This is an optimization exercise on Yosys and OpenROAD, whose aim is small area and a short achievable clock period, not a production implementation.
Function was checked by simulation only, so behaviour that the tests miss may differ from the original.
Power figures rest on the tool's default switching activity, not on a simulated workload.

### flow/run.sh
#!/bin/bash
# synth_recipe.tcl (not shown) runs the flow's synth.tcl, then flattens the netlist and writes it again
# the make line also repeats each setting of config.mk as NAME=value (left out here)
make -C /OpenROAD-flow-scripts/flow DESIGN_CONFIG=/design/flow/config.mk WORK_HOME=/design/flow/orfs CLKGATE_MAP_FILE= SYNTH_SCRIPT=/design/flow/synth_recipe.tcl finish
### flow/config.mk
export PLATFORM = sky130hd
export DESIGN_NAME = fpu16_top
export DESIGN_NICKNAME = fpu16_top
export VERILOG_FILES = /design/flow/design.v
export SDC_FILE = /design/flow/constraint.sdc
export NUM_CORES = 4
export LEC_CHECK = 0
export ABC_AREA = 1
export CAP_MARGIN = 20
export CORE_MARGIN = 2
export CORE_UTILIZATION = 40
export CTS_BUF_LIST = sky130_fd_sc_hd__clkbuf_4
export SETUP_SLACK_MARGIN = 5.0
export SLEW_MARGIN = 20
### flow/constraint.sdc
create_clock -name core_clock -period 8.0 [get_ports {aclk}]
set_input_delay 1.6000 -clock core_clock [delete_from_list [all_inputs] [get_ports {aclk}]]
set_output_delay 1.6000 -clock core_clock [all_outputs]
set_load 0.01 [all_outputs]
### flow/design.v
module mul11_cs(
    input  [10:0] x,
    input  [10:0] y,
    output [21:0] r0,
    output [21:0] r1
    );
    wire w1 = x[0] & y[9] ^ x[1] & y[8];
    wire w2 = x[0] & y[9] & x[1] & y[8];
    wire w3 = x[0] & y[10] ^ x[1] & y[9] ^ x[2] & y[8];
    wire w4 = (x[0] & y[10] & x[1] & y[9]) | (x[0] & y[10] & x[2] & y[8]) | (x[1] & y[9] & x[2] & y[8]);
    wire w5 = x[3] & y[7] ^ x[4] & y[6];
    wire w6 = x[3] & y[7] & x[4] & y[6];
    wire w7 = x[1] & y[10] ^ x[2] & y[9] ^ x[3] & y[8];
    wire w8 = (x[1] & y[10] & x[2] & y[9]) | (x[1] & y[10] & x[3] & y[8]) | (x[2] & y[9] & x[3] & y[8]);
    wire w9 = x[4] & y[7] ^ x[5] & y[6];
    wire w10 = x[4] & y[7] & x[5] & y[6];
    wire w11 = x[2] & y[10] ^ x[3] & y[9] ^ x[4] & y[8];
    wire w12 = (x[2] & y[10] & x[3] & y[9]) | (x[2] & y[10] & x[4] & y[8]) | (x[3] & y[9] & x[4] & y[8]);
    wire w13 = x[0] & y[6] ^ x[1] & y[5];
    wire w14 = x[0] & y[6] & x[1] & y[5];
    wire w15 = x[0] & y[7] ^ x[1] & y[6] ^ x[2] & y[5];
    wire w16 = (x[0] & y[7] & x[1] & y[6]) | (x[0] & y[7] & x[2] & y[5]) | (x[1] & y[6] & x[2] & y[5]);
    wire w17 = x[3] & y[4] ^ x[4] & y[3];
    wire w18 = x[3] & y[4] & x[4] & y[3];
    wire w19 = x[0] & y[8] ^ x[1] & y[7] ^ x[2] & y[6];
    wire w20 = (x[0] & y[8] & x[1] & y[7]) | (x[0] & y[8] & x[2] & y[6]) | (x[1] & y[7] & x[2] & y[6]);
    wire w21 = x[3] & y[5] ^ x[4] & y[4] ^ x[5] & y[3];
    wire w22 = (x[3] & y[5] & x[4] & y[4]) | (x[3] & y[5] & x[5] & y[3]) | (x[4] & y[4] & x[5] & y[3]);
    wire w23 = x[6] & y[2] ^ x[7] & y[1];
    wire w24 = x[6] & y[2] & x[7] & y[1];
    wire w25 = w1 ^ x[2] & y[7] ^ x[3] & y[6];
    wire w26 = (w1 & x[2] & y[7]) | (w1 & x[3] & y[6]) | (x[2] & y[7] & x[3] & y[6]);
    wire w27 = x[4] & y[5] ^ x[5] & y[4] ^ x[6] & y[3];
    wire w28 = (x[4] & y[5] & x[5] & y[4]) | (x[4] & y[5] & x[6] & y[3]) | (x[5] & y[4] & x[6] & y[3]);
    wire w29 = x[7] & y[2] ^ x[8] & y[1] ^ x[9] & y[0];
    wire w30 = (x[7] & y[2] & x[8] & y[1]) | (x[7] & y[2] & x[9] & y[0]) | (x[8] & y[1] & x[9] & y[0]);
    wire w31 = w2 ^ w3 ^ w5;
    wire w32 = (w2 & w3) | (w2 & w5) | (w3 & w5);
    wire w33 = x[5] & y[5] ^ x[6] & y[4] ^ x[7] & y[3];
    wire w34 = (x[5] & y[5] & x[6] & y[4]) | (x[5] & y[5] & x[7] & y[3]) | (x[6] & y[4] & x[7] & y[3]);
    wire w35 = x[8] & y[2] ^ x[9] & y[1] ^ x[10] & y[0];
    wire w36 = (x[8] & y[2] & x[9] & y[1]) | (x[8] & y[2] & x[10] & y[0]) | (x[9] & y[1] & x[10] & y[0]);
    wire w37 = w4 ^ w6 ^ w7;
    wire w38 = (w4 & w6) | (w4 & w7) | (w6 & w7);
    wire w39 = w9 ^ x[6] & y[5] ^ x[7] & y[4];
    wire w40 = (w9 & x[6] & y[5]) | (w9 & x[7] & y[4]) | (x[6] & y[5] & x[7] & y[4]);
    wire w41 = x[8] & y[3] ^ x[9] & y[2] ^ x[10] & y[1];
    wire w42 = (x[8] & y[3] & x[9] & y[2]) | (x[8] & y[3] & x[10] & y[1]) | (x[9] & y[2] & x[10] & y[1]);
    wire w43 = w8 ^ w10 ^ w11;
    wire w44 = (w8 & w10) | (w8 & w11) | (w10 & w11);
    wire w45 = x[5] & y[7] ^ x[6] & y[6] ^ x[7] & y[5];
    wire w46 = (x[5] & y[7] & x[6] & y[6]) | (x[5] & y[7] & x[7] & y[5]) | (x[6] & y[6] & x[7] & y[5]);
    wire w47 = x[8] & y[4] ^ x[9] & y[3] ^ x[10] & y[2];
    wire w48 = (x[8] & y[4] & x[9] & y[3]) | (x[8] & y[4] & x[10] & y[2]) | (x[9] & y[3] & x[10] & y[2]);
    wire w49 = w12 ^ x[3] & y[10] ^ x[4] & y[9];
    wire w50 = (w12 & x[3] & y[10]) | (w12 & x[4] & y[9]) | (x[3] & y[10] & x[4] & y[9]);
    wire w51 = x[5] & y[8] ^ x[6] & y[7] ^ x[7] & y[6];
    wire w52 = (x[5] & y[8] & x[6] & y[7]) | (x[5] & y[8] & x[7] & y[6]) | (x[6] & y[7] & x[7] & y[6]);
    wire w53 = x[8] & y[5] ^ x[9] & y[4] ^ x[10] & y[3];
    wire w54 = (x[8] & y[5] & x[9] & y[4]) | (x[8] & y[5] & x[10] & y[3]) | (x[9] & y[4] & x[10] & y[3]);
    wire w55 = x[4] & y[10] ^ x[5] & y[9] ^ x[6] & y[8];
    wire w56 = (x[4] & y[10] & x[5] & y[9]) | (x[4] & y[10] & x[6] & y[8]) | (x[5] & y[9] & x[6] & y[8]);
    wire w57 = x[7] & y[7] ^ x[8] & y[6] ^ x[9] & y[5];
    wire w58 = (x[7] & y[7] & x[8] & y[6]) | (x[7] & y[7] & x[9] & y[5]) | (x[8] & y[6] & x[9] & y[5]);
    wire w59 = x[5] & y[10] ^ x[6] & y[9] ^ x[7] & y[8];
    wire w60 = (x[5] & y[10] & x[6] & y[9]) | (x[5] & y[10] & x[7] & y[8]) | (x[6] & y[9] & x[7] & y[8]);
    wire w61 = x[0] & y[4] ^ x[1] & y[3];
    wire w62 = x[0] & y[4] & x[1] & y[3];
    wire w63 = x[0] & y[5] ^ x[1] & y[4] ^ x[2] & y[3];
    wire w64 = (x[0] & y[5] & x[1] & y[4]) | (x[0] & y[5] & x[2] & y[3]) | (x[1] & y[4] & x[2] & y[3]);
    wire w65 = x[3] & y[2] ^ x[4] & y[1];
    wire w66 = x[3] & y[2] & x[4] & y[1];
    wire w67 = w13 ^ x[2] & y[4] ^ x[3] & y[3];
    wire w68 = (w13 & x[2] & y[4]) | (w13 & x[3] & y[3]) | (x[2] & y[4] & x[3] & y[3]);
    wire w69 = x[4] & y[2] ^ x[5] & y[1] ^ x[6] & y[0];
    wire w70 = (x[4] & y[2] & x[5] & y[1]) | (x[4] & y[2] & x[6] & y[0]) | (x[5] & y[1] & x[6] & y[0]);
    wire w71 = w14 ^ w15 ^ w17;
    wire w72 = (w14 & w15) | (w14 & w17) | (w15 & w17);
    wire w73 = x[5] & y[2] ^ x[6] & y[1] ^ x[7] & y[0];
    wire w74 = (x[5] & y[2] & x[6] & y[1]) | (x[5] & y[2] & x[7] & y[0]) | (x[6] & y[1] & x[7] & y[0]);
    wire w75 = w16 ^ w18 ^ w19;
    wire w76 = (w16 & w18) | (w16 & w19) | (w18 & w19);
    wire w77 = w21 ^ w23 ^ x[8] & y[0];
    wire w78 = (w21 & w23) | (w21 & x[8] & y[0]) | (w23 & x[8] & y[0]);
    wire w79 = w20 ^ w22 ^ w24;
    wire w80 = (w20 & w22) | (w20 & w24) | (w22 & w24);
    wire w81 = w25 ^ w27 ^ w29;
    wire w82 = (w25 & w27) | (w25 & w29) | (w27 & w29);
    wire w83 = w26 ^ w28 ^ w30;
    wire w84 = (w26 & w28) | (w26 & w30) | (w28 & w30);
    wire w85 = w31 ^ w33 ^ w35;
    wire w86 = (w31 & w33) | (w31 & w35) | (w33 & w35);
    wire w87 = w32 ^ w34 ^ w36;
    wire w88 = (w32 & w34) | (w32 & w36) | (w34 & w36);
    wire w89 = w37 ^ w39 ^ w41;
    wire w90 = (w37 & w39) | (w37 & w41) | (w39 & w41);
    wire w91 = w38 ^ w40 ^ w42;
    wire w92 = (w38 & w40) | (w38 & w42) | (w40 & w42);
    wire w93 = w43 ^ w45 ^ w47;
    wire w94 = (w43 & w45) | (w43 & w47) | (w45 & w47);
    wire w95 = w44 ^ w46 ^ w48;
    wire w96 = (w44 & w46) | (w44 & w48) | (w46 & w48);
    wire w97 = w49 ^ w51 ^ w53;
    wire w98 = (w49 & w51) | (w49 & w53) | (w51 & w53);
    wire w99 = w50 ^ w52 ^ w54;
    wire w100 = (w50 & w52) | (w50 & w54) | (w52 & w54);
    wire w101 = w55 ^ w57 ^ x[10] & y[4];
    wire w102 = (w55 & w57) | (w55 & x[10] & y[4]) | (w57 & x[10] & y[4]);
    wire w103 = w56 ^ w58 ^ w59;
    wire w104 = (w56 & w58) | (w56 & w59) | (w58 & w59);
    wire w105 = x[8] & y[7] ^ x[9] & y[6] ^ x[10] & y[5];
    wire w106 = (x[8] & y[7] & x[9] & y[6]) | (x[8] & y[7] & x[10] & y[5]) | (x[9] & y[6] & x[10] & y[5]);
    wire w107 = w60 ^ x[6] & y[10] ^ x[7] & y[9];
    wire w108 = (w60 & x[6] & y[10]) | (w60 & x[7] & y[9]) | (x[6] & y[10] & x[7] & y[9]);
    wire w109 = x[8] & y[8] ^ x[9] & y[7] ^ x[10] & y[6];
    wire w110 = (x[8] & y[8] & x[9] & y[7]) | (x[8] & y[8] & x[10] & y[6]) | (x[9] & y[7] & x[10] & y[6]);
    wire w111 = x[7] & y[10] ^ x[8] & y[9] ^ x[9] & y[8];
    wire w112 = (x[7] & y[10] & x[8] & y[9]) | (x[7] & y[10] & x[9] & y[8]) | (x[8] & y[9] & x[9] & y[8]);
    wire w113 = x[0] & y[3] ^ x[1] & y[2];
    wire w114 = x[0] & y[3] & x[1] & y[2];
    wire w115 = w61 ^ x[2] & y[2] ^ x[3] & y[1];
    wire w116 = (w61 & x[2] & y[2]) | (w61 & x[3] & y[1]) | (x[2] & y[2] & x[3] & y[1]);
    wire w117 = w62 ^ w63 ^ w65;
    wire w118 = (w62 & w63) | (w62 & w65) | (w63 & w65);
    wire w119 = w64 ^ w66 ^ w67;
    wire w120 = (w64 & w66) | (w64 & w67) | (w66 & w67);
    wire w121 = w68 ^ w70 ^ w71;
    wire w122 = (w68 & w70) | (w68 & w71) | (w70 & w71);
    wire w123 = w72 ^ w74 ^ w75;
    wire w124 = (w72 & w74) | (w72 & w75) | (w74 & w75);
    wire w125 = w76 ^ w78 ^ w79;
    wire w126 = (w76 & w78) | (w76 & w79) | (w78 & w79);
    wire w127 = w80 ^ w82 ^ w83;
    wire w128 = (w80 & w82) | (w80 & w83) | (w82 & w83);
    wire w129 = w84 ^ w86 ^ w87;
    wire w130 = (w84 & w86) | (w84 & w87) | (w86 & w87);
    wire w131 = w88 ^ w90 ^ w91;
    wire w132 = (w88 & w90) | (w88 & w91) | (w90 & w91);
    wire w133 = w92 ^ w94 ^ w95;
    wire w134 = (w92 & w94) | (w92 & w95) | (w94 & w95);
    wire w135 = w96 ^ w98 ^ w99;
    wire w136 = (w96 & w98) | (w96 & w99) | (w98 & w99);
    wire w137 = w100 ^ w102 ^ w103;
    wire w138 = (w100 & w102) | (w100 & w103) | (w102 & w103);
    wire w139 = w104 ^ w106 ^ w107;
    wire w140 = (w104 & w106) | (w104 & w107) | (w106 & w107);
    wire w141 = w108 ^ w110 ^ w111;
    wire w142 = (w108 & w110) | (w108 & w111) | (w110 & w111);
    wire w143 = w112 ^ x[8] & y[10] ^ x[9] & y[9];
    wire w144 = (w112 & x[8] & y[10]) | (w112 & x[9] & y[9]) | (x[8] & y[10] & x[9] & y[9]);
    wire w145 = x[0] & y[2] ^ x[1] & y[1];
    wire w146 = x[0] & y[2] & x[1] & y[1];
    wire w147 = w113 ^ x[2] & y[1] ^ x[3] & y[0];
    wire w148 = (w113 & x[2] & y[1]) | (w113 & x[3] & y[0]) | (x[2] & y[1] & x[3] & y[0]);
    wire w149 = w114 ^ w115 ^ x[4] & y[0];
    wire w150 = (w114 & w115) | (w114 & x[4] & y[0]) | (w115 & x[4] & y[0]);
    wire w151 = w116 ^ w117 ^ x[5] & y[0];
    wire w152 = (w116 & w117) | (w116 & x[5] & y[0]) | (w117 & x[5] & y[0]);
    wire w153 = w118 ^ w119 ^ w69;
    wire w154 = (w118 & w119) | (w118 & w69) | (w119 & w69);
    wire w155 = w120 ^ w121 ^ w73;
    wire w156 = (w120 & w121) | (w120 & w73) | (w121 & w73);
    wire w157 = w122 ^ w123 ^ w77;
    wire w158 = (w122 & w123) | (w122 & w77) | (w123 & w77);
    wire w159 = w124 ^ w125 ^ w81;
    wire w160 = (w124 & w125) | (w124 & w81) | (w125 & w81);
    wire w161 = w126 ^ w127 ^ w85;
    wire w162 = (w126 & w127) | (w126 & w85) | (w127 & w85);
    wire w163 = w128 ^ w129 ^ w89;
    wire w164 = (w128 & w129) | (w128 & w89) | (w129 & w89);
    wire w165 = w130 ^ w131 ^ w93;
    wire w166 = (w130 & w131) | (w130 & w93) | (w131 & w93);
    wire w167 = w132 ^ w133 ^ w97;
    wire w168 = (w132 & w133) | (w132 & w97) | (w133 & w97);
    wire w169 = w134 ^ w135 ^ w101;
    wire w170 = (w134 & w135) | (w134 & w101) | (w135 & w101);
    wire w171 = w136 ^ w137 ^ w105;
    wire w172 = (w136 & w137) | (w136 & w105) | (w137 & w105);
    wire w173 = w138 ^ w139 ^ w109;
    wire w174 = (w138 & w139) | (w138 & w109) | (w139 & w109);
    wire w175 = w140 ^ w141 ^ x[10] & y[7];
    wire w176 = (w140 & w141) | (w140 & x[10] & y[7]) | (w141 & x[10] & y[7]);
    wire w177 = w142 ^ w143 ^ x[10] & y[8];
    wire w178 = (w142 & w143) | (w142 & x[10] & y[8]) | (w143 & x[10] & y[8]);
    wire w179 = w144 ^ x[9] & y[10] ^ x[10] & y[9];
    wire w180 = (w144 & x[9] & y[10]) | (w144 & x[10] & y[9]) | (x[9] & y[10] & x[10] & y[9]);
    assign r0 = {1'b0, w180, w178, w176, w174, w172, w170, w168, w166, w164, w162, w160, w158, w156, w154, w152, w150, w148, w146, w145, x[0] & y[1], x[0] & y[0]};
    assign r1 = {1'b0, x[10] & y[10], w179, w177, w175, w173, w171, w169, w167, w165, w163, w161, w159, w157, w155, w153, w151, w149, w147, x[2] & y[0], x[1] & y[0], 1'b0};
endmodule
module lzc12(
    input  [11:0] op,
    output [3:0]  cnt
    );
    assign cnt =
        op[11] ? 4'd0 : op[10] ? 4'd1 : op[9] ? 4'd2 : op[8] ? 4'd3 :
        op[7] ? 4'd4 : op[6] ? 4'd5 : op[5] ? 4'd6 : op[4] ? 4'd7 :
        op[3] ? 4'd8 : op[2] ? 4'd9 : op[1] ? 4'd10 : op[0] ? 4'd11 : 4'd12;
endmodule
module fpu_cmp_core(
    input  [15:0] a,
    input  [15:0] b,
    output        ge
    );
    wire gt, eq;
    mag_cmp15 u_mag(.x(a[14:0]), .y(b[14:0]), .gt(gt), .eq(eq));
    assign ge = (a[15] ^ b[15]) ? ~a[15] : (a[15] ? ~gt : (gt | eq));
endmodule
module mag_cmp15(
    input  [14:0] x,
    input  [14:0] y,
    output        gt,
    output        eq
    );
    wire [15:0] g0 = {1'b0, x & ~y};
    wire [15:0] e0 = {1'b1, ~(x ^ y)};
    wire [7:0] g1, e1;
    wire [3:0] g2, e2;
    wire [1:0] g3, e3;
    genvar i;
    generate
        for (i = 0; i < 8; i = i + 1) begin : l1
            assign g1[i] = g0[2*i+1] | (e0[2*i+1] & g0[2*i]);
            assign e1[i] = e0[2*i+1] & e0[2*i];
        end
        for (i = 0; i < 4; i = i + 1) begin : l2
            assign g2[i] = g1[2*i+1] | (e1[2*i+1] & g1[2*i]);
            assign e2[i] = e1[2*i+1] & e1[2*i];
        end
        for (i = 0; i < 2; i = i + 1) begin : l3
            assign g3[i] = g2[2*i+1] | (e2[2*i+1] & g2[2*i]);
            assign e3[i] = e2[2*i+1] & e2[2*i];
        end
    endgenerate
    assign gt = g3[1] | (e3[1] & g3[0]);
    assign eq = e3[1] & e3[0];
endmodule
module fpu16_top(
    input         aclk,
    input  [15:0] a,
    input  [15:0] b,
    input         a_valid,
    input         b_valid,
    output [15:0] add_result,
    output        add_valid,
    output [15:0] sub_result,
    output        sub_valid,
    output [15:0] mul_result,
    output        mul_valid,
    output [7:0]  cmp_result,
    output        cmp_valid
    );
    reg v0, v1, v2, v3, v4, v5;
    always @(posedge aclk) begin
        v0 <= a_valid & b_valid;
        v1 <= v0; v2 <= v1; v3 <= v2; v4 <= v3; v5 <= v4;
    end
    reg [15:0] a0, b0;
    reg cmp_q;
    wire ge;
    fpu_cmp_core u_cmp(.a(a), .b(b), .ge(ge));
    always @(posedge aclk) begin
        a0 <= a;
        b0 <= b;
        cmp_q <= ge;
    end
    assign cmp_result = {7'b0, cmp_q};
    assign cmp_valid = v0;
    wire a_gt, a_eq;
    mag_cmp15 u_agt(.x(a0[14:0]), .y(b0[14:0]), .gt(a_gt), .eq(a_eq));
    wire h_a0 = |a0[14:10];
    wire h_b0 = |b0[14:10];
    wire [4:0] ea1 = {a0[14:11], a0[10] | ~h_a0};
    wire [4:0] eb1 = {b0[14:11], b0[10] | ~h_b0};
    wire [4:0] dab = ea1 - eb1;
    wire [4:0] dba = eb1 - ea1;
    wire [3:0] dab_c = (dab > 5'd14) ? 4'd14 : dab[3:0];
    wire [3:0] dba_c = (dba > 5'd14) ? 4'd14 : dba[3:0];
    reg [14:0] l1, s1;
    reg ls1, es1, fs1, hl1, hs1;
    reg [3:0] d1;
    always @(posedge aclk) begin
        l1  <= a_gt ? a0[14:0] : b0[14:0];
        s1  <= a_gt ? b0[14:0] : a0[14:0];
        ls1 <= a_gt ? a0[15] : b0[15];
        es1 <= a0[15] ^ b0[15];
        fs1 <= a_gt ? a0[15] : ~b0[15];
        hl1 <= a_gt ? h_a0 : h_b0;
        hs1 <= a_gt ? h_b0 : h_a0;
        d1  <= a_gt ? dab_c : dba_c;
    end
    wire [13:0] s_ext = {hs1, s1[9:0], 3'b0};
    wire [13:0] s_shr = s_ext >> d1;
    wire [13:0] s_lost = s_ext & ~(14'h3fff << d1);
    reg [14:0] l2;
    reg [13:0] sal2;
    reg ls2, es2, fs2, hl2, linf2, pani2, bz2;
    always @(posedge aclk) begin
        l2    <= l1;
        sal2  <= {s_shr[13:1], s_shr[0] | (|s_lost)};
        ls2   <= ls1;
        es2   <= es1;
        fs2   <= fs1;
        hl2   <= hl1;
        linf2 <= &l1[14:10];
        pani2 <= es1 & (&s1[14:10]) & ~(|l1[9:0]) & ~(|s1[9:0]);
        bz2   <= ~hl1 & ~(|l1[9:0]);
    end
    wire [13:0] sal_e = linf2 ? 14'b0 : sal2;
    wire [13:0] l_ext = {hl2, l2[9:0], 3'b0};
    reg [14:0] ps3;
    reg [13:0] ms3;
    reg [4:0] le3;
    reg linf3, ls3, es3, fs3, pani3, bz3;
    always @(posedge aclk) begin
        ps3   <= {1'b0, l_ext} + {1'b0, sal_e};
        ms3   <= l_ext - sal_e;
        le3   <= {l2[14:11], l2[10] | ~hl2};
        linf3 <= linf2;
        ls3   <= ls2;
        es3   <= es2;
        fs3   <= fs2;
        pani3 <= pani2;
        bz3   <= bz2;
    end
    wire p_nf = ps3[14];
    wire [9:0] p_fr = p_nf ? ps3[13:4] : ps3[12:3];
    wire p_g  = p_nf ? ps3[3] : ps3[2];
    wire p_r  = p_nf ? ps3[2] : ps3[1];
    wire p_st = p_nf ? (ps3[1] | ps3[0]) : ps3[0];
    wire [4:0] p_e = p_nf ? le3 + 5'd1 : (ps3[13] ? le3 : 5'd0);
    wire p_inc = p_g & (p_r | p_st | p_fr[0]);
    wire [10:0] m_force = (le3 >= 5'd12) ? 11'b0 : (11'b1 << (5'd11 - le3));
    wire [10:0] m_top = ms3[13:3] | m_force;
    wire [3:0] m_sh =
        m_top[10] ? 4'd0 : m_top[9] ? 4'd1 : m_top[8] ? 4'd2 : m_top[7] ? 4'd3 :
        m_top[6] ? 4'd4 : m_top[5] ? 4'd5 : m_top[4] ? 4'd6 : m_top[3] ? 4'd7 :
        m_top[2] ? 4'd8 : m_top[1] ? 4'd9 : m_top[0] ? 4'd10 : 4'd11;
    wire [13:0] m_n = ms3 << m_sh;
    wire [4:0] m_e = m_n[13] ? le3 - {1'b0, m_sh} : 5'd0;
    wire m_inc = (m_sh == 4'd0) ? ms3[2] & (ms3[1] | ms3[0] | ms3[3]) :
                 (m_sh == 4'd1) ? ms3[1] & (ms3[0] | ms3[2]) : 1'b0;
    reg [14:0] pv4, mv4;
    reg pinc4, minc4, mz4, linf4, ls4, es4, fs4, pani4, bz4;
    always @(posedge aclk) begin
        pv4   <= {p_e, p_fr};
        pinc4 <= p_inc;
        mv4   <= {m_e, m_n[12:3]};
        minc4 <= m_inc;
        mz4   <= ~(|ms3);
        linf4 <= linf3;
        ls4   <= ls3;
        es4   <= es3;
        fs4   <= fs3;
        pani4 <= pani3;
        bz4   <= bz3;
    end
    wire [14:0] p_rnd = pv4 + pinc4;
    wire [14:0] m_rnd = mv4 + minc4;
    wire [14:0] p_res = ((&p_rnd[14:10]) & ~linf4) ? 15'h7c00 : p_rnd;
    wire [14:0] m_res = ((&m_rnd[14:10]) & ~linf4) ? 15'h7c00 : m_rnd;
    wire [14:0] add_mag = es4 ? m_res : p_res;
    wire [14:0] sub_mag = es4 ? p_res : m_res;
    wire zs = bz4 & ls4 & ~es4;
    wire [15:0] add_c = pani4 ? 16'hfe00 : bz4 ? {zs, 15'b0} :
                        (es4 & mz4) ? 16'b0 : {ls4, add_mag};
    wire [15:0] sub_c = pani4 ? 16'hfe00 : bz4 ? {zs, 15'b0} :
                        (~es4 & mz4) ? 16'b0 : {fs4, sub_mag};
    reg [15:0] add_q, sub_q;
    reg add_vq, sub_vq;
    always @(posedge aclk) begin
        add_q  <= add_c;
        sub_q  <= sub_c;
        add_vq <= v4 & ~(&add_c[14:10]);
        sub_vq <= v4 & ~(&sub_c[14:10]);
    end
    assign add_result = add_q;
    assign add_valid = add_vq;
    assign sub_result = sub_q;
    assign sub_valid = sub_vq;
    wire [10:0] m_x = {hl1, l1[9:0]};
    wire [10:0] m_y = {hs1, s1[9:0]};
    wire [21:0] cs0, cs1;
    mul11_cs u_mul(.x(m_x), .y(m_y), .r0(cs0), .r1(cs1));
    reg [21:0] cs0_2, cs1_2;
    reg [6:0] t2;
    reg msg2, nan2, psel2, zero2;
    always @(posedge aclk) begin
        cs0_2 <= cs0;
        cs1_2 <= cs1;
        t2    <= {2'b0, l1[14:11], l1[10] | ~hl1} + {2'b0, s1[14:11], s1[10] | ~hs1} - 7'd15;
        msg2  <= es1;
        nan2  <= &l1[14:10];
        psel2 <= (&s1[14:10]) & (ls1 ^ fs1);
        zero2 <= ~hs1 & ~(|s1[9:0]);
    end
    wire [21:0] q_sum = cs0_2 + cs1_2;
    wire [9:0] payload = psel2 ? sal2[12:3] : l2[9:0];
    reg [21:0] q3;
    reg [6:0] t3;
    reg msg3, nan3, zero3;
    always @(posedge aclk) begin
        q3    <= nan2 ? {2'b01, payload, 10'b0} : q_sum;
        t3    <= t2;
        msg3  <= msg2;
        nan3  <= nan2;
        zero3 <= zero2;
    end
    wire [3:0] lq;
    lzc12 u_lq(q3[21:10], lq);
    wire normal = ~t3[6] & (t3[5:0] >= {2'b0, lq});
    reg [21:0] q4;
    reg [6:0] l4, e4;
    reg normal4, msg4, nan4, zero4;
    always @(posedge aclk) begin
        q4      <= q3;
        l4      <= normal ? {3'b0, lq} : t3;
        e4      <= t3 + 7'd1 - {3'b0, lq};
        normal4 <= normal;
        msg4    <= msg3;
        nan4    <= nan3;
        zero4   <= zero3;
    end
    wire [32:0] q_pad = {q4, 11'b0};
    wire [6:0] q_sh = 7'd11 - l4;
    wire [32:0] q_z = q_pad >> q_sh[4:0];
    wire [11:0] win = q_z[21:10];
    wire [22:0] below = ~({23{1'b1}} << q_sh[4:0]);
    wire st4 = |(q4 & below[22:1]);
    wire [6:0] e4p1 = e4 + 7'd1;
    reg [10:0] mant5;
    reg [4:0] e5;
    reg inc5, ovn5, ovc5, normal5, msg5, nan5, zero5;
    always @(posedge aclk) begin
        mant5   <= win[11:1];
        inc5    <= win[0] & (st4 | win[1]);
        e5      <= e4[4:0];
        ovn5    <= normal4 & ($signed(e4) > 30);
        ovc5    <= normal4 & ($signed(e4p1) > 30);
        normal5 <= normal4;
        msg5    <= msg4;
        nan5    <= nan4;
        zero5   <= zero4;
    end
    wire [11:0] mr = {1'b0, mant5} + inc5;
    wire carry = inc5 & (&mant5);
    wire ovf = carry ? ovc5 : ovn5;
    wire [4:0] field = ~normal5 ? {4'b0, mr[10]} : carry ? e5 + 5'd1 : e5;
    wire [15:0] mul_c = nan5 ? {msg5, 5'b11111, mr[9:0]} : zero5 ? {msg5, 15'b0} :
                        ovf ? {msg5, 5'b11111, 10'b0} : {msg5, field, mr[9:0]};
    wire mul_err = nan5 | (ovf & ~zero5);
    reg [15:0] mul_q;
    reg mul_vq;
    always @(posedge aclk) begin
        mul_q  <= mul_c;
        mul_vq <= v5 & ~mul_err;
    end
    assign mul_result = mul_q;
    assign mul_valid = mul_vq;
endmodule
==> flow_metrics.py, run 1 <==
metrics = {
    "power": {
        "power_frac_comb_pct": 44.2,
        "p_switching_uw": 3580,
        "p_leak_uw": 0.0109,
        "ir_worst_vdd_uv": 120,
        "switching_share_pct": 42.4,
        "power.total_uw": 8440,
        "seq_power_share_pct": 37.3,
        "clockPowerShare_pct": 18.4,
        "powerDensity_nw_per_um2": 374,
        "power.internal_uw": 4860,
    },
    "finish": {
        "drive_gt1_share_pct": 12.8,
        "final_core_util_pct": 46.2,
        "syn_to_final_growth_pct": 14.7,
        "instances_no_fill": 3410,
        "fillerInstances": 4930,
        "nNetsFinal": 2885,
    },
    "run_status": {
        "outcome": "complete, no violations",
    },
    "timing": {
        "max_freq_ghz": 0.346,
        "fin_skew_ns": 0.0493,
        "worst_pin_slew_ns": 0.823,
        "rsz0062_at_grt": "yes",
        "period_share_pct": 36.1,
        "max_slew_margin_pct": 45.0,
        "tns_ns": 0,
        "setup_viol": 0,
        "hold_viol": 0,
        "slew_violations": 0,
        "min_period_ns": 2.89,
    },
    "synthesis": {
        "ys.flop_type": "dfxtp_1",
        "netlist_area_um2": 19700,
        "ys_types": 63,
        "synth_top_family_by_area": "simple AND/OR/NAND/NOR gates",
        "synth_xor_area_share_pct": 4.55,
        "yosys.cell_count.top_type": "nand2_1",
        "ys_warn_count": 1,
        "synth_adder_area_share_pct": 13.2,
        "syn-instance-count": 2533,
        "synthMuxAreaShare_pct": 0.357,
        "synth_edf_count": 0,
        "seq_area_frac_synth_pct": 38.9,
        "ys_top_cells_by_area": "dfxtp_1 (39%), nand2_1 (11%), ha_1 (8.2%)",
        "synth_compound_area_share_pct": 14.4,
        "synth_area_per_cell_um2": 7.76,
        "synth-simple-area-share_pct": 19.8,
        "yosys.area.top_type": "dfxtp_1",
        "ys_async_sr_fraction_pct": 0,
        "synth_seq_cells": 382,
        "synth_top_area_share_pct": 38.9,
        "synth_common_cells": "nand2_1 (567), dfxtp_1 (382), inv_1 (334), o21ai_0 (206), nor2_1 (150)",
    },
    "global_routing": {
        "grt_util_all_layers_pct": 19.3,
        "grt_pass1_vias": 16346,
        "gr-total-overflow": 0,
        "grt_max_degree": 34,
        "grt_antenna_before_repair": 1,
        "grt_pass1_wl_um": 79600,
    },
    "routing": {
        "drt_pass1_iterations": 5,
        "vias": 16705,
        "drc": 0,
        "drt_iter0_markers": 976,
        "wl_per_cell_um": 14.2,
        "vias_per_cell": 4.90,
        "wl_um": 48500,
        "postRouteAntennaNets": 0,
    },
    "cts": {
        "cts_root_buf": "clkbuf_4",
        "ctsLongestPathBuffers": 3,
        "htreeDepth": 3,
        "cts_buffers": 98,
        "clk_pin_slew_ns": 0.07,
        "cts.sinks": 382,
        "cts_tree": "done",
        "cts_hold_buf": 0,
        "clk_latency_ns": 0.81,
    },
    "setup_path": {
        "cp-startpoint": "s1[9]",
        "worstSetupStartpointType": "flop",
        "worst_ep_required_time_ns": 8.65,
        "critPathArrivalTime_ns": 3.54,
        "critPathMaxFanout": 6,
        "critical_path_class": "reg -> reg",
        "crit_path_end_kind": "flop",
        "reg2reg_from": "s1[9]",
    },
    "floorplanning": {
        "dieArea_um2": 50900,
        "core-area_um2": 48700,
        "ioPinCount": 95,
        "rows": 81,
        "die_x_um": 226,
        "initial_utilization_pct": 40.3,
        "die_h_um": 226,
    },
    "place": {
        "dp_hpwl_um": 37200,
        "dp.cells": 3199,
        "place_congestion": 0.894,
        "io_buffers": 87,
    },
    "min_path": {
        "hp-class": "reg -> reg",
        "min_from": "t2[1]",
    },
    "run": {
        "cap_viol_max_count": 0,
    },
}
## flip-flops by register name, summed over array words and instances, names as in the netlist, 11 cells and up
signal,cells
pv4,15
cs1_2,20
sal2,14
q4,22
cs0_2,21
mul_q,16
add_q,16
ms3,14
sub_q,16
l2,15
q3,22
l1,15
b0,16
mant5,11
ps3,14
s1,15
mv4,15
a0,16
## cell type report
class / instances / area, um^2 / area share [%]
multi-input cells: 1716 / 10500 / 46.8
flip-flops and latches: 382 / 7730 / 34.3
inverters: 349 / 1330 / 5.89
clock buffers: 139 / 1040 / 4.63
repair buffers: 124 / 912 / 4.05
well taps: 664 / 831 / 3.69
clock inverters: 34 / 153 / 0.677
repair inverters: 1 / 5.00 / 0.0222
diodes: 1 / 2.50 / 0.0111
## placed cells by master (no fill, tap or decap), types with 12 or more instances in the layout
cell	n
nand2_1	560
a31oi_1	18
o21bai_1	13
clkdlybuf4s50_1	34
buf_4	35
a21oi_1	124
o211ai_1	13
dfxtp_2	12
a211oi_1	19
dfxtp_1	353
nor2_1	148
xor2_1	73
inv_1	329
o21ai_0	201
inv_2	13
nand4_1	21
dfxtp_4	17
o21ai_1	25
clkinv_1	26
buf_2	47
clkbuf_4	139
nand3_1	130
fa_1	44
xnor2_1	27
ha_1	122
nor3_1	14
## repair_timing
item,4_1_cts,5_1_grt
buffers inserted,11,24
setup endpoints to repair,82,71
gates cloned,0,2
resized for setup,235,74
pin swaps,2,15
## final timing paths
check | slack [ns] | end | cells past startpoint
worst max register to register | 5.11 | cs1_2[13] | 9
worst max-delay path | 5.11 | cs1_2[13] | 9
worst min register to register | 0.31 | t3[1] | 0
worst min-delay path | 0.31 | t3[1] | 0
## critical path: stages (launching register included)
cell and delay (ns):
dfxtp_4 0.39, buf_4 0.16, nand3_1 0.09, nand2_1 0.09
xnor2_2 0.15, fa_1 0.50, fa_2 0.39, fa_1 0.50
inv_1 0.05, fa_1 0.43
## metrics by stage
step                      hold WS (ns)  cell area (um^2)  setup slack, ns
after floorplan                  0.310             19700             5.02
after global placement           0.310             21000             4.50
after detailed placement         0.312             21000             4.41
after CTS                        0.299             22200             4.90
after global routing             0.310             22500             4.82
final                            0.311             22500             5.11
## power by group through the flow
stage	Sequential (uW)	Combinational, uW	Clock [uW]
2_1_floorplan	2960	2730	0
3_3_place_gp	3190	3640	0
3_5_place_dp	3210	3680	0
4_1_cts	3160	3660	1630
5_1_grt	3230	4300	1730
6_report	3150	3730	1560
## per-layer routing
metal | vias up | share of wire [%] | global-route usage (%)
li1 | 8543 | - | -
met1 | 7564 | 44 | 23.2
met2 | 470 | 48 | 33.3
met3 | 128 | 5.1 | 3.81
met4 | 0 | 3.6 | 8.67
met5 | - | 0 | 0
## kinds of logic (layout without fill, tap and decap cells)
| logic type | after synthesis | after routing |
|---|---|---|
| mux | 7 | 7 |
| simple gates | 930 | 931 |
| buf+inv | 442 | 647 |
| other cells | 1 | 8 |
| flops | 382 | 382 |
| compound gates | 491 | 491 |
| xor+xnor | 102 | 102 |
| fa+ha+maj | 178 | 178 |
==> inputs of run 2 (changes only) <==
--- a/flow/config.mk
+++ b/flow/config.mk
@@ -10,5 +10,6 @@
 export CORE_MARGIN = 2
 export CORE_UTILIZATION = 40
 export CTS_BUF_LIST = sky130_fd_sc_hd__clkbuf_4
+export CTS_CLUSTER_SIZE = 20
 export SETUP_SLACK_MARGIN = 5.0
 export SLEW_MARGIN = 20
==> flow_metrics.py, run 2 <==
metrics = {
    "place": {
        "dp_hpwl_um": 37200,
        "place_congestion": 0.894,
        "dp.cells": 3199,
        "io_buffers": 87,
    },
    "setup_path": {
        "path_buf_inv": 2,
        "critPathMaxFanout": 6,
        "crit_top_cell": "fa_1",
        "critPathArrivalTime_ns": 3.54,
        "crit_chain": "buf_4 -> nand3_1 -> nand2_1 -> xnor2_2 -> fa_1 -> fa_2 -> fa_1 -> inv_1 -> fa_1",
        "cp-startpoint": "s1[9]",
        "critical_path_class": "reg -> reg",
        "worst_ep_required_time_ns": 8.65,
        "critPathMaxStageDelay_ns": 0.50,
        "crit_slowest_cell": "fa_1",
        "worstSetupStartpointType": "flop",
        "reg2reg_from": "s1[9]",
        "crit_path_end_kind": "flop",
        "critical-path-top-delay-family": "adder cells",
    },
    "timing": {
        "slew_violations": 0,
        "hold_viol": 0,
        "fin_skew_ns": 0.0493,
        "worst_pin_slew_ns": 0.823,
        "min_period_ns": 2.89,
        "max_freq_ghz": 0.346,
        "tns_ns": 0,
        "period_share_pct": 36.1,
        "max_slew_margin_pct": 45.0,
        "setup_viol": 0,
        "rsz0062_at_grt": "yes",
    },
    "global_routing": {
        "gr-total-overflow": 0,
        "grt_pass1_vias": 16346,
        "grt_antenna_before_repair": 1,
        "grt_util_all_layers_pct": 19.3,
        "grt_max_degree": 34,
        "grt_pass1_wl_um": 79600,
    },
    "synthesis": {
        "synth_common_cells": "nand2_1 (567), dfxtp_1 (382), inv_1 (334), o21ai_0 (206), nor2_1 (150)",
        "ys_top_cells_by_area": "dfxtp_1 (39%), nand2_1 (11%), ha_1 (8.2%)",
        "yosys.cell_count.top_type": "nand2_1",
        "netlist_area_um2": 19700,
        "synth_seq_cells": 382,
        "yosys.area.top_type": "dfxtp_1",
        "synth_edf_count": 0,
        "ys_warn_count": 1,
        "synth_area_per_cell_um2": 7.76,
        "syn-instance-count": 2533,
        "ys_async_sr_fraction_pct": 0,
        "ys_types": 63,
        "seq_area_frac_synth_pct": 38.9,
        "ys.flop_type": "dfxtp_1",
        "synth_top_area_share_pct": 38.9,
    },
    "min_path": {
        "min_from": "t2[1]",
        "hp-class": "reg -> reg",
    },
    "floorplanning": {
        "dieArea_um2": 50900,
        "core-area_um2": 48700,
        "initial_utilization_pct": 40.3,
        "die_h_um": 226,
        "die_x_um": 226,
        "rows": 81,
        "ioPinCount": 95,
    },
    "finish": {
        "instances_no_fill": 3410,
        "final_common_cell": "nand2_1",
        "layout_common_cells": "nand2_1 (560), dfxtp_1 (353), inv_1 (329)",
        "nNetsFinal": 2885,
        "syn_to_final_growth_pct": 14.7,
        "top_regs": "q3: 22 flops, q4: 22 flops, cs0_2: 21 flops",
        "drive_gt1_share_pct": 12.8,
    },
    "cts": {
        "htreeDepth": 3,
        "cts.sinks": 382,
        "clk_pin_slew_ns": 0.07,
        "cts_tree": "done",
        "clk_latency_ns": 0.81,
        "cts_root_buf": "clkbuf_4",
        "ctsLongestPathBuffers": 3,
        "cts_buffers": 98,
    },
    "run": {
        "cap_viol_max_count": 0,
    },
    "routing": {
        "drt_iter0_markers": 976,
        "drc": 0,
        "postRouteAntennaNets": 0,
        "wl_um": 48500,
        "top_layer_used": "met4",
        "route.met3.wl_um": 2470,
        "drt_pass1_iterations": 5,
        "wl_per_cell_um": 14.2,
        "vias_per_cell": 4.90,
        "vias": 16705,
        "wl_met2_um": 23100,
        "wl_met1_um": 21100,
    },
    "run_status": {
        "outcome": "complete, no violations",
    },
    "power": {
        "p_leak_uw": 0.0109,
        "powerDensity_nw_per_um2": 374,
        "ir_worst_vdd_uv": 120,
    },
}
[run 2: cell counts after synthesis]
No cell type changed its count.
[run 2: worst paths after layout]
kind | end | depth (start not counted) | slack [ns]
worst max-delay path | cs1_2[13] | 9 | 5.11
worst max register to register | cs1_2[13] | 9 | 5.11
worst min register to register | t3[1] | 0 | 0.31
worst min-delay path | t3[1] | 0 | 0.31
[run 2: where the power goes]
part / internal [uW] / switching [uW]
Combinational: 1450 / 2280
Clock: 802 / 754
Sequential: 2610 / 542
[run 2: through the flow]
stage	utilization [%]	total power [uW]	area, um^2	hold slack (ns)	worst slack, ns
final	46.2	8440	22500	0.311	5.11
after global routing	46.2	9260	22500	0.310	4.82
after CTS	45.5	8440	22200	0.299	4.90
after detailed placement	43.1	6880	21000	0.312	4.41
after global placement	43.1	6830	21000	0.310	4.50
after floorplan	-	5690	19700	0.310	5.02
[run 2: cells by family (layout without fill, tap and decap cells)]
group                    after synthesis  in the layout  share of synthesized area (%)
buffers and inverters                442            647                           8.73
AO/OA/AOI/OAI                        491            491                           14.4
flip-flops                           382            382                           38.9
adder cells (fa/ha/maj)              178            178                           13.2
XOR/XNOR                             102            102                           4.55
AND/OR/NAND/NOR                      930            931                           19.8
multiplexers                           7              7                          0.357
other                                  1              8                         0.0191
[run 2: layout make-up]
type                       count  area (um^2)
multi-input combinational   1716        10500
timing repair buffer         124          912
timing repair inverter         1         5.00
fill                        4930        26200
tap                          664          831
clock inverter                34          153
clock buffer                 139         1040
antenna                        1         2.50
sequential                   382         7730
inverter                     349         1330
[run 2: timing repair]
| item | CTS | global route |
|---|---|---|
| gates cloned | 0 | 2 |
| setup buffers | 11 | 24 |
| hold buffers | 0 | 0 |
| gates resized for setup | 235 | 74 |
| endpoints found under the setup margin | 82 | 71 |
| pin swaps | 2 | 15 |
[run 2: per-layer routing]
| metal | vias up | GRT usage (%) |
|---|---|---|
| li1 | 8543 | - |
| met1 | 7564 | 23.2 |
| met2 | 470 | 33.3 |
| met3 | 128 | 3.81 |
| met4 | 0 | 8.67 |
| met5 | - | 0 |
==> inputs of run 3 (changes only) <==
--- a/flow/config.mk
+++ b/flow/config.mk
@@ -9,7 +9,6 @@
 export CAP_MARGIN = 20
 export CORE_MARGIN = 2
 export CORE_UTILIZATION = 40
-export CTS_BUF_LIST = sky130_fd_sc_hd__clkbuf_4
-export CTS_CLUSTER_SIZE = 20
+export CTS_BUF_LIST = sky130_fd_sc_hd__clkbuf_2 sky130_fd_sc_hd__clkbuf_4
 export SETUP_SLACK_MARGIN = 5.0
 export SLEW_MARGIN = 20
==> flow_metrics.py, run 3 <==
metrics = {
    "run_status": {
        "outcome": "complete, no violations",
    },
    "finish": {
        "stdcell_area_um2": 22500,
        "drive_gt1_share_pct": 12.8,
        "syn_to_final_growth_pct": 14.7,
        "layout_common_cells": "nand2_1 (560), dfxtp_1 (353), inv_1 (329)",
        "final_core_util_pct": 46.2,
        "final_common_cell": "nand2_1",
        "instances_no_fill": 3410,
        "nNetsFinal": 2885,
        "top_regs": "q3: 22 flops, q4: 22 flops, cs0_2: 21 flops",
    },
    "timing": {
        "setup_viol": 0,
        "max_freq_ghz": 0.346,
        "rsz0062_at_grt": "yes",
        "min_period_ns": 2.89,
        "worst_pin_slew_ns": 0.823,
        "tns_ns": 0,
        "max_slew_margin_pct": 45.0,
        "period_share_pct": 36.1,
        "fin_skew_ns": 0.0493,
        "slew_violations": 0,
        "hold_viol": 0,
    },
    "global_routing": {
        "grt_max_degree": 34,
        "gr-total-overflow": 0,
        "grt_pass1_vias": 16346,
        "grt_util_all_layers_pct": 19.3,
        "grt_pass1_wl_um": 79600,
        "grt_antenna_before_repair": 1,
    },
    "power": {
        "p_leak_uw": 0.0109,
        "powerDensity_nw_per_um2": 374,
        "ir_worst_vdd_uv": 120,
        "power.total_uw": 8440,
    },
    "place": {
        "place_area_um2": 21000,
        "io_buffers": 87,
        "dp.cells": 3199,
        "place_congestion": 0.894,
        "dp_hpwl_um": 37200,
    },
    "synthesis": {
        "synth_top_area_share_pct": 38.9,
        "ys_types": 63,
        "yosys.area.top_type": "dfxtp_1",
        "seq_area_frac_synth_pct": 38.9,
        "ys_warn_count": 1,
        "yosys.cell_count.top_type": "nand2_1",
        "ys.flop_type": "dfxtp_1",
        "synth_common_cells": "nand2_1 (567), dfxtp_1 (382), inv_1 (334), o21ai_0 (206), nor2_1 (150)",
        "ys_top_cells_by_area": "dfxtp_1 (39%), nand2_1 (11%), ha_1 (8.2%)",
        "synth_area_per_cell_um2": 7.76,
        "synth_edf_count": 0,
        "netlist_area_um2": 19700,
        "ys_async_sr_fraction_pct": 0,
        "synth_seq_cells": 382,
        "syn-instance-count": 2533,
    },
    "setup_path": {
        "crit_top_cell": "fa_1",
        "crit_chain": "buf_4 -> nand3_1 -> nand2_1 -> xnor2_2 -> fa_1 -> fa_2 -> fa_1 -> inv_1 -> fa_1",
        "critical_path_class": "reg -> reg",
        "path_buf_inv": 2,
        "worstSetupStartpointType": "flop",
        "worst_ep_required_time_ns": 8.65,
        "crit_path_end_kind": "flop",
        "critical-path-top-delay-family": "adder cells",
        "crit_slowest_cell": "fa_1",
        "critPathMaxStageDelay_ns": 0.50,
        "critPathMaxFanout": 6,
        "critPathArrivalTime_ns": 3.54,
    },
    "floorplanning": {
        "die_x_um": 226,
        "ioPinCount": 95,
        "core-area_um2": 48700,
        "rows": 81,
        "die_h_um": 226,
        "dieArea_um2": 50900,
        "initial_utilization_pct": 40.3,
    },
    "cts": {
        "cts_hold_buf": 0,
        "clk_latency_ns": 0.81,
        "htreeDepth": 3,
        "clk_pin_slew_ns": 0.07,
        "ctsLongestPathBuffers": 3,
        "cts_root_buf": "clkbuf_4",
        "cts_buffers": 98,
        "cts_tree": "done",
        "cts.sinks": 382,
    },
    "min_path": {
        "hp-class": "reg -> reg",
    },
    "routing": {
        "drt_iter0_markers": 976,
        "drt_pass1_iterations": 5,
        "postRouteAntennaNets": 0,
        "vias_per_cell": 4.90,
        "vias": 16705,
        "drc": 0,
        "wl_um": 48500,
        "wl_per_cell_um": 14.2,
    },
    "run": {
        "cap_viol_max_count": 0,
    },
}
==> run 3: cell counts after synthesis <==
No cell type changed its count.
==> run 3: power breakdown <==
group | switching [uW] | leakage (uW) | internal (uW)
clock network | 754 | 0.000715 | 802
registers | 542 | 0.00321 | 2610
logic | 2280 | 0.00693 | 1450
==> run 3: cell type report <==
cell class                 count  area, um^2
fill                        4930       26200
antenna                        1        2.50
multi-input combinational   1716       10500
timing repair buffer         124         912
tap                          664         831
clock buffer                 139        1040
sequential                   382        7730
timing repair inverter         1        5.00
clock inverter                34         153
inverter                     349        1330
==> run 3: path summary, 6_finish.rpt <==
path         startpoint        end  slack [ns]  cells past startpoint
max               s1[9]  cs1_2[13]        5.11                      9
min               t2[1]      t3[1]        0.31                      0
max reg2reg       s1[9]  cs1_2[13]        5.11                      9
min reg2reg       t2[1]      t3[1]        0.31                      0
==> run 3: metal layers <==
layer / track usage (%) / vias up / part of all wire, %
met5: 0 / - / 0
met3: 3.81 / 128 / 5.1
met4: 8.67 / 0 / 3.6
met2: 33.3 / 470 / 48
li1: - / 8543 / -
met1: 23.2 / 7564 / 44
==> run 3: worst reg2reg max path, cell delays in order, from the launching register on <==
cell and delay, ns:
dfxtp_4 0.39, buf_4 0.16, nand3_1 0.09, nand2_1 0.09, xnor2_2 0.15, fa_1 0.50, fa_2 0.39, fa_1 0.50
inv_1 0.05, fa_1 0.43
==> run 3: cells by family (layout without fill, tap and decap cells) <==
kind of cell | after synthesis | after routing | share of synthesized area (%)
buf+inv | 442 | 647 | 8.73
xor+xnor | 102 | 102 | 4.55
mux | 7 | 7 | 0.357
other cells | 1 | 8 | 0.0191
compound gates | 491 | 491 | 14.4
simple gates | 930 | 931 | 19.8
flops | 382 | 382 | 38.9
fa+ha+maj | 178 | 178 | 13.2
==> run 3: repair_timing <==
action / in CTS / in global routing
setup endpoints to repair: 82 / 71
resized for setup: 235 / 74
setup buffers: 11 / 24
pin swaps: 2 / 15
cloned: 0 / 2
==> run 3: through the flow <==
stage                     setup WS [ns]  hold slack [ns]
after floorplan                    5.02            0.310
after global placement             4.50            0.310
after detailed placement           4.41            0.312
after CTS                          4.90            0.299
after global routing               4.82            0.310
final                              5.11            0.311
==> inputs of run 4 (changes only) <==
--- a/flow/config.mk
+++ b/flow/config.mk
@@ -9,6 +9,5 @@
 export CAP_MARGIN = 20
 export CORE_MARGIN = 2
 export CORE_UTILIZATION = 40
-export CTS_BUF_LIST = sky130_fd_sc_hd__clkbuf_2 sky130_fd_sc_hd__clkbuf_4
-export SETUP_SLACK_MARGIN = 5.0
+export SETUP_SLACK_MARGIN = 4.9
 export SLEW_MARGIN = 20
==> flow_metrics.py, run 4 <==
metrics = {
    "setup_path": {
        "worst_ep_required_time_ns": 6.40,
        "crit_path_end_kind": "output pin",
        "worstSetupStartpointType": "flop",
        "critPathArrivalTime_ns": 1.43,
        "crit_chain": "clkdlybuf4s50_1",
        "critPathMaxStageDelay_ns": 0.54,
        "critical-path-top-delay-family": "buffers and inverters",
        "critPathMaxFanout": 1,
        "critical_path_class": "reg -> out",
        "crit_slowest_cell": "clkdlybuf4s50_1",
        "path_buf_inv": 1,
    },
    "floorplanning": {
        "core-area_um2": 48700,
        "ioPinCount": 95,
        "die_h_um": 226,
        "die_x_um": 226,
        "rows": 81,
        "initial_utilization_pct": 40.3,
        "dieArea_um2": 50900,
    },
    "cts": {
        "htreeDepth": 2,
        "cts.sinks": 382,
        "clk_latency_ns": 0.56,
        "clk_pin_slew_ns": 0.06,
        "ctsLongestPathBuffers": 3,
        "cts_buffers": 43,
        "cts_root_buf": "clkbuf_16",
        "cts_tree": "done",
        "cts_hold_buf": 0,
    },
    "routing": {
        "vias": 16161,
        "vias_per_cell": 4.90,
        "wl_um": 47900,
        "drc": 0,
        "drt_pass1_iterations": 5,
        "wl_per_cell_um": 14.5,
        "drt_iter0_markers": 1173,
        "postRouteAntennaNets": 0,
    },
    "timing": {
        "worst_pin_slew_ns": 0.823,
        "max_slew_margin_pct": 44.4,
        "fin_skew_ns": 0.0108,
        "max_freq_ghz": 0.330,
        "slew_violations": 0,
        "rsz0062_at_grt": "yes",
        "period_share_pct": 37.8,
        "setup_viol": 0,
        "tns_ns": 0,
        "layout_setup_ws_ns": 4.97,
        "hold_viol": 0,
        "min_period_ns": 3.03,
    },
    "synthesis": {
        "seq_area_frac_synth_pct": 38.9,
        "ys_top_cells_by_area": "dfxtp_1 (39%), nand2_1 (11%), ha_1 (8.2%)",
        "netlist_area_um2": 19700,
        "synth_edf_count": 0,
        "ys_types": 63,
        "ys.flop_type": "dfxtp_1",
        "synth_seq_cells": 382,
        "yosys.area.top_type": "dfxtp_1",
        "syn-instance-count": 2533,
        "yosys.cell_count.top_type": "nand2_1",
        "synth_area_per_cell_um2": 7.76,
        "synth_common_cells": "nand2_1 (567), dfxtp_1 (382), inv_1 (334), o21ai_0 (206), nor2_1 (150)",
        "ys_async_sr_fraction_pct": 0,
        "ys_warn_count": 1,
        "synth_top_area_share_pct": 38.9,
    },
    "place": {
        "pre_cts_slack_ns": 4.49,
        "io_buffers": 87,
        "place_congestion": 0.907,
        "dp_hpwl_um": 36900,
    },
    "finish": {
        "final_common_cell": "nand2_1",
        "syn_to_final_growth_pct": 16.9,
        "fillerInstances": 4717,
        "nNetsFinal": 2816,
        "num_antenna_cells": 0,
        "layout_common_cells": "nand2_1 (565), dfxtp_1 (357), inv_1 (330)",
        "drive_gt1_share_pct": 7.02,
        "top_regs": "q3: 22 flops, q4: 22 flops, cs0_2: 21 flops",
    },
    "global_routing": {
        "grt_antenna_before_repair": 0,
        "grt_max_degree": 34,
        "grt_pass1_vias": 15710,
        "grt_util_all_layers_pct": 18.9,
        "gr-total-overflow": 0,
        "grt_pass1_wl_um": 77900,
    },
    "power": {
        "ir_worst_vdd_uv": 156,
        "powerDensity_nw_per_um2": 396,
        "p_leak_uw": 0.0108,
    },
    "min_path": {
        "hp-class": "reg -> reg",
    },
    "run": {
        "cap_viol_max_count": 0,
    },
    "run_status": {
        "outcome": "complete, no violations",
    },
}
==> run 4: cell counts after synthesis <==
Identical to the previous run, type by type.
==> run 4: worst paths after layout <==
path | from | to | slack [ns] | cells after the start
hold reg to reg | t2[1] | t3[1] | 0.32 | 0
setup / recovery | cmp_q | cmp_result[0] | 4.97 | 1
hold / removal | t2[1] | t3[1] | 0.32 | 0
setup reg to reg | l1[6] | cs1_2[14] | 4.98 | 8
==> run 4: layer usage <==
metal | global-route usage [%] | routed length (um)
met1 | 23.5 | 21500
met3 | 2.81 | 2120
met2 | 32.8 | 22700
met4 | 7.39 | 1450
met5 | 0 | 0
==> run 4: cells by family (layout without fill, tap and decap cells) <==
| kind of cell | Yosys count | in the layout | share of synthesized area [%] |
|---|---|---|---|
| XOR/XNOR | 102 | 102 | 4.55 |
| buffers and inverters | 442 | 539 | 8.73 |
| AND/OR/NAND/NOR | 930 | 931 | 19.8 |
| multiplexers | 7 | 7 | 0.357 |
| other | 1 | 7 | 0.0191 |
| AO/OA/AOI/OAI | 491 | 491 | 14.4 |
| adder cells (fa/ha/maj) | 178 | 178 | 13.2 |
| flip-flops | 382 | 382 | 38.9 |
==> run 4: through the flow <==
step / total power [uW] / std cells / util, % / hold WS (ns) / cell area (um^2)
after detailed placement: 6870 / 3201 / 43.1 / 0.312 / 21000
after global placement: 6820 / 3201 / 43.1 / 0.311 / 21000
after floorplan: 5680 / 2539 / - / 0.310 / 19700
after global routing: 9880 / 3301 / 47.1 / 0.321 / 23000
final: 9100 / 3301 / 47.1 / 0.321 / 23000
after CTS: 9110 / 3283 / 46.6 / 0.320 / 22700
==> run 4: cell type report <==
class / instances / area [um^2] / share of cell area [%]
clock inverters: 18 / 330 / 1.44
clock buffers: 61 / 1280 / 5.55
multi-input cells: 1716 / 10500 / 45.5
repair buffers: 110 / 1040 / 4.54
repair inverters: 1 / 5.00 / 0.0218
well taps: 664 / 831 / 3.62
inverters: 349 / 1330 / 5.78
flip-flops and latches: 382 / 7710 / 33.6
==> run 4: report_power, final <==
group / leakage [uW] / total [uW] / internal (uW) / switching, uW
Sequential: 0.00321 / 3120 / 2610 / 511
Combinational: 0.00683 / 3810 / 1520 / 2290
Clock: 0.000785 / 2180 / 1400 / 777
Total: 0.0108 / 9100 / 5530 / 3580
==> run 4: repair_timing <==
item                                    CTS  global route
gates cloned                              0             2
buffers inserted                          3            16
endpoints found under the setup margin   17            29
pin swaps                                 3             1
resized for setup                        33            44

-- port drivers added, routing unchanged --
The flow's constraints put no driver on any port. The routed layouts listed below were extracted and timed again, unchanged, in two steps. Step 1 assumes that a clkbuf_16 drives the clock port and a buf_2 every other input. Step 2, shift: input delay + t, output delay - t, t = (earliest + latest rising clock arrival at the registers) / 2. This alone moves slack from input paths to output paths. Three values: no drivers, after step 1, after step 2; two values: the first two.
run	t (ns)	setup slack, ns	hold WS [ns]	worst slew at a driven data input, ns
run 1	0.834	5.109 / 5.068 / 4.453	0.311 / 0.311 / 0.311	0.03
run 2	0.834	5.109 / 5.068 / 4.453	0.311 / 0.311 / 0.311	0.03
run 3	0.834	5.109 / 5.068 / 4.453	0.311 / 0.311 / 0.311	0.03
run 4	0.605	4.973 / 4.919 / 4.477	0.321 / 0.321 / 0.321	0.03
After both steps every run listed still meets setup and hold.
